Context: an optimization exercise on an open-source flow, tuned for a short achievable clock period and few clock cycles per item. The choices shown serve that exercise and are no tape-out recipe. In this exercise RTL edits were held to simulation tests only and were not proved equivalent to the original.

== red ==
## cute_processor
module cute_processor(
	input [15:0] DIN,
	input Resetn, Clock, Run,
	output reg Done,
	output reg [15:0] BusWires);
==> module rdec, before the edit <==
module rdec(
	input [2:0] n,
	input on,
	output [7:0] sel);
	wire [2:0] nn;
	wire [3:0] lo_n;
	wire [1:0] hi_n;
	g_inv i0 (.a(n[0]), .y(nn[0]));
	g_inv i1 (.a(n[1]), .y(nn[1]));
	g_inv i2 (.a(n[2]), .y(nn[2]));
	g_nand2 l0 (.a(nn[1]), .b(nn[0]), .y(lo_n[0]));
	g_nand2 l1 (.a(nn[1]), .b(n[0]), .y(lo_n[1]));
	g_nand2 l2 (.a(n[1]), .b(nn[0]), .y(lo_n[2]));
	g_nand2 l3 (.a(n[1]), .b(n[0]), .y(lo_n[3]));
	g_nand2 h0 (.a(nn[2]), .b(on), .y(hi_n[0]));
	g_nand2 h1 (.a(n[2]), .b(on), .y(hi_n[1]));
	genvar j;
	generate
		for (j = 0; j < 8; j = j + 1) begin : s
			g_nor2 u (.a(lo_n[j % 4]), .b(hi_n[j / 4]), .y(sel[j]));
		end
	endgenerate
endmodule
==> module busbit, before the edit <==
module busbit(
	input [7:0] sel,
	input [7:0] r,
	input e,
	output out,
	output outw);
	wire n0, n1, n2, n3;
	g_a22oi u0 (.a(sel[0]), .b(r[0]), .c(sel[1]), .d(r[1]), .y(n0));
	g_a22oi u1 (.a(sel[2]), .b(r[2]), .c(sel[3]), .d(r[3]), .y(n1));
	g_a22oi u2 (.a(sel[4]), .b(r[4]), .c(sel[5]), .d(r[5]), .y(n2));
	g_a221oi u3 (.a(sel[6]), .b(r[6]), .c(sel[7]), .d(r[7]), .e(e), .y(n3));
	g_nand4 u4 (.a(n0), .b(n1), .c(n2), .d(n3), .y(out));
	g_nand4 u5 (.a(n0), .b(n1), .c(n2), .d(n3), .y(outw));
endmodule
==> module cute_processor, before the edit <==
module cute_processor(
	input [15:0] DIN,
	input Resetn, Clock, Run,
	output reg Done,
	output reg [15:0] BusWires);
	parameter mv = 2'b00, mvi = 2'b01;
	reg [15:0] R [0:7];
	reg [15:0] G;       
	reg sg;             
	reg si;             
	reg [2:0] px;       
	reg idle;           
	wire [1:0] op = DIN[14:13];
	wire [2:0] x = DIN[12:10];
	wire [2:0] y = DIN[9:7];
	wire busy = ~idle;
	wire acc = idle & Run;
	wire [7:0] sel0, sel1, sel2, sel3, selx;    
	rdec u_y0 (.n(y), .on(idle), .sel(sel0));
	rdec u_y1 (.n(y), .on(idle), .sel(sel1));
	rdec u_y2 (.n(y), .on(idle), .sel(sel2));
	rdec u_y3 (.n(y), .on(idle), .sel(sel3));
	rdec u_x (.n(x), .on(1'b1), .sel(selx));
	wire [15:0] bus, busw;    
	wire [15:0] rx, rxn;      
	wire [15:0] e;
	genvar b;
	generate
		for (b = 0; b < 16; b = b + 1) begin : bits
			wire [7:0] rb = {R[7][b], R[6][b], R[5][b], R[4][b], R[3][b], R[2][b], R[1][b], R[0][b]};
			g_a22o u_e (.a(sg), .b(G[b]), .c(si), .d(DIN[b]), .y(e[b]));
			busbit u_bit (.sel(b < 4 ? sel0 : b < 8 ? sel1 : b < 12 ? sel2 : sel3), .r(rb), .e(e[b]), .out(bus[b]), .outw(busw[b]));
			rbit u_rx (.sel(selx), .r(rb), .out(rx[b]), .outn(rxn[b]));
		end
	endgenerate
	always @(*) begin
		Done = sg | si | (acc & (op == mv));
		BusWires = bus;
	end
	always @(posedge Clock, negedge Resetn)
		if (!Resetn) begin
			sg <= 1'b0;
			si <= 1'b0;
			idle <= 1'b1;
		end else begin
			sg <= acc & op[1];
			si <= acc & (op == mvi);
			idle <= ~(acc & (op != mv));
		end
	wire [15:0] sum, nsum;
	add16 u_add (.a(rx), .b(busw), .s(sum));
	add16 u_sub (.a(rxn), .b(busw), .s(nsum));
	always @(posedge Clock) begin
		px <= x;
		G <= op[0] ? ~nsum : sum;
	end
	integer k;
	always @(posedge Clock)
		for (k = 0; k < 8; k = k + 1)
			if ((busy & (px == k)) | (acc & (op == mv) & (x == k)))
				R[k] <= busw;
endmodule
make LEC_CHECK=0 CAP_MARGIN=20 CORE_MARGIN=2 CORE_UTILIZATION=40 SETUP_SLACK_MARGIN=3 SLEW_MARGIN=20 SYNTH_HIERARCHICAL=1 SYNTH_MINIMUM_KEEP_SIZE=0 finish   # period 6.0 ns
run.sh (not shown) runs the stock make flow with config.mk's settings and CLKGATE_MAP_FILE= SYNTH_SCRIPT=/design/flow/synth_recipe.tcl, a recipe that flattens the netlist after the stock synthesis.
Testbench counts of red, summed over its fixed seeds: cycles 5,717, instructions 3,264.
--- input diff red..blue ---
--- a/flow/design.v
+++ b/flow/design.v
@@ -1,7 +1,8 @@
 module g_nand4(input a, b, c, d, output y); assign y = ~(a & b & c & d); endmodule
 module g_a22oi(input a, b, c, d, output y); assign y = ~((a & b) | (c & d)); endmodule
 module g_a22o(input a, b, c, d, output y); assign y = (a & b) | (c & d); endmodule
+module g_nand3(input a, b, c, output y); assign y = ~(a & b & c); endmodule
 module g_inv(input a, output y); assign y = ~a; endmodule
 module g_and2(input a, b, output y); assign y = a & b; endmodule
 module g_and4(input a, b, c, d, output y); assign y = a & b & c & d; endmodule
 module g_nand2(input a, b, output y); assign y = ~(a & b); endmodule
@@ -14,37 +15,51 @@
 	input [2:0] n,
 	input on,
 	output [7:0] sel);
 	wire [2:0] nn;
-	wire [3:0] lo_n;
-	wire [1:0] hi_n;
+	wire [7:0] sel_n;
+	wire [7:6] m_n;
 	g_inv i0 (.a(n[0]), .y(nn[0]));
 	g_inv i1 (.a(n[1]), .y(nn[1]));
 	g_inv i2 (.a(n[2]), .y(nn[2]));
-	g_nand2 l0 (.a(nn[1]), .b(nn[0]), .y(lo_n[0]));
-	g_nand2 l1 (.a(nn[1]), .b(n[0]), .y(lo_n[1]));
-	g_nand2 l2 (.a(n[1]), .b(nn[0]), .y(lo_n[2]));
-	g_nand2 l3 (.a(n[1]), .b(n[0]), .y(lo_n[3]));
-	g_nand2 h0 (.a(nn[2]), .b(on), .y(hi_n[0]));
-	g_nand2 h1 (.a(n[2]), .b(on), .y(hi_n[1]));
+	genvar j;
+	generate
+		for (j = 0; j < 6; j = j + 1) begin : s
+			g_nand4 d (.a(on), .b(j & 4 ? n[2] : nn[2]), .c(j & 2 ? n[1] : nn[1]), .d(j & 1 ? n[0] : nn[0]), .y(sel_n[j]));
+			g_inv u (.a(sel_n[j]), .y(sel[j]));
+		end
+		for (j = 6; j < 8; j = j + 1) begin : t
+			g_nand3 d (.a(n[2]), .b(n[1]), .c(j & 1 ? n[0] : nn[0]), .y(m_n[j]));
+			g_nand2 u (.a(on), .b(m_n[j]), .y(sel[j]));
+		end
+	endgenerate
+endmodule
+module xdec(
+	input [2:0] n,
+	output [7:0] sel);
+	wire [2:0] nn;
+	wire [7:0] sel_n;
+	g_inv i0 (.a(n[0]), .y(nn[0]));
+	g_inv i1 (.a(n[1]), .y(nn[1]));
+	g_inv i2 (.a(n[2]), .y(nn[2]));
 	genvar j;
 	generate
 		for (j = 0; j < 8; j = j + 1) begin : s
-			g_nor2 u (.a(lo_n[j % 4]), .b(hi_n[j / 4]), .y(sel[j]));
+			g_nand3 d (.a(j & 4 ? n[2] : nn[2]), .b(j & 2 ? n[1] : nn[1]), .c(j & 1 ? n[0] : nn[0]), .y(sel_n[j]));
+			g_inv u (.a(sel_n[j]), .y(sel[j]));
 		end
 	endgenerate
 endmodule
 module busbit(
 	input [7:0] sel,
 	input [7:0] r,
-	input e,
 	output out,
 	output outw);
 	wire n0, n1, n2, n3;
 	g_a22oi u0 (.a(sel[0]), .b(r[0]), .c(sel[1]), .d(r[1]), .y(n0));
 	g_a22oi u1 (.a(sel[2]), .b(r[2]), .c(sel[3]), .d(r[3]), .y(n1));
 	g_a22oi u2 (.a(sel[4]), .b(r[4]), .c(sel[5]), .d(r[5]), .y(n2));
-	g_a221oi u3 (.a(sel[6]), .b(r[6]), .c(sel[7]), .d(r[7]), .e(e), .y(n3));
+	g_a22oi u3 (.a(sel[6]), .b(r[6]), .c(sel[7]), .d(r[7]), .y(n3));
 	g_nand4 u4 (.a(n0), .b(n1), .c(n2), .d(n3), .y(out));
 	g_nand4 u5 (.a(n0), .b(n1), .c(n2), .d(n3), .y(outw));
 endmodule
 module rbit(
@@ -125,19 +140,23 @@
 	rdec u_y0 (.n(y), .on(idle), .sel(sel0));
 	rdec u_y1 (.n(y), .on(idle), .sel(sel1));
 	rdec u_y2 (.n(y), .on(idle), .sel(sel2));
 	rdec u_y3 (.n(y), .on(idle), .sel(sel3));
-	rdec u_x (.n(x), .on(1'b1), .sel(selx));
+	wire [7:0] selx_hi;
+	xdec u_x (.n(x), .sel(selx));
+	xdec u_xh (.n(x), .sel(selx_hi));
 	wire [15:0] bus, busw;    
 	wire [15:0] rx, rxn;      
-	wire [15:0] e;
 	genvar b;
 	generate
 		for (b = 0; b < 16; b = b + 1) begin : bits
 			wire [7:0] rb = {R[7][b], R[6][b], R[5][b], R[4][b], R[3][b], R[2][b], R[1][b], R[0][b]};
-			g_a22o u_e (.a(sg), .b(G[b]), .c(si), .d(DIN[b]), .y(e[b]));
-			busbit u_bit (.sel(b < 4 ? sel0 : b < 8 ? sel1 : b < 12 ? sel2 : sel3), .r(rb), .e(e[b]), .out(bus[b]), .outw(busw[b]));
-			rbit u_rx (.sel(selx), .r(rb), .out(rx[b]), .outn(rxn[b]));
+			wire [7:0] rbb;
+			g_a22o u_e6 (.a(idle), .b(R[6][b]), .c(sg), .d(G[b]), .y(rbb[6]));
+			g_a22o u_e7 (.a(idle), .b(R[7][b]), .c(si), .d(DIN[b]), .y(rbb[7]));
+			assign rbb[5:0] = rb[5:0];
+			busbit u_bit (.sel(b < 4 ? sel0 : b < 8 ? sel1 : b < 12 ? sel2 : sel3), .r(rbb), .out(bus[b]), .outw(busw[b]));
+			rbit u_rx (.sel(b < 8 ? selx : selx_hi), .r(rb), .out(rx[b]), .outn(rxn[b]));
 		end
 	endgenerate
 	always @(*) begin
 		Done = sg | si | (acc & (op == mv));
- blue: PASS, flow complete, no timing, DRC or antenna violations
- blue vs. red: share of the cycle needed by the critical path after routing saw a decrease, floorplan die width saw an increase.
- Sort red and blue by routed wire length asc -> top: blue
- Per the comparison of blue with red, non-clock buffer area fraction after layout increased by 2.8 points relative to the old numbers; first-pass GRT wire length decreased by 2300 um relative to the old numbers; vias after detailed routing increased by about 2.1% relative to the old numbers; design area increased by about 2% relative to the old numbers.
Testbench counts of blue, summed over its fixed seeds: cycles 5,717, instructions 3,264.

-- re-timing with driven ports --
In the flow no input, the clock included, has a driving cell. The finished layouts below were timed again as built, in two steps. Step 1: set_driving_cell puts a clkbuf_16 on Clock and a buf_2 on each other input, an assumption about the parent block. Step 2 adds t to the input delays and takes it off the output delays; t is the mean of the earliest and latest rising clock arrival at the registers after step 1. Input paths then give back, and output paths get back, about the clock's delay inside the block. Slacks: no drivers / after step 1 / after step 2; pairs: no drivers / after step 1.
run	t (ns)	slack for setup (ns)	worst hold slack (ns)	worst slew at a driven data input, ns
red	0.474	2.576 / 2.393 / 2.012	0.736 / 0.736 / 0.736	0.21
blue	0.475	2.600 / 2.431 / 2.173	0.784 / 0.784 / 0.784	0.21
After both steps setup and hold are still met in every run listed. The setup slack of red, which loses most, moves by -0.183 ns with the drivers and by -0.564 ns with both steps.
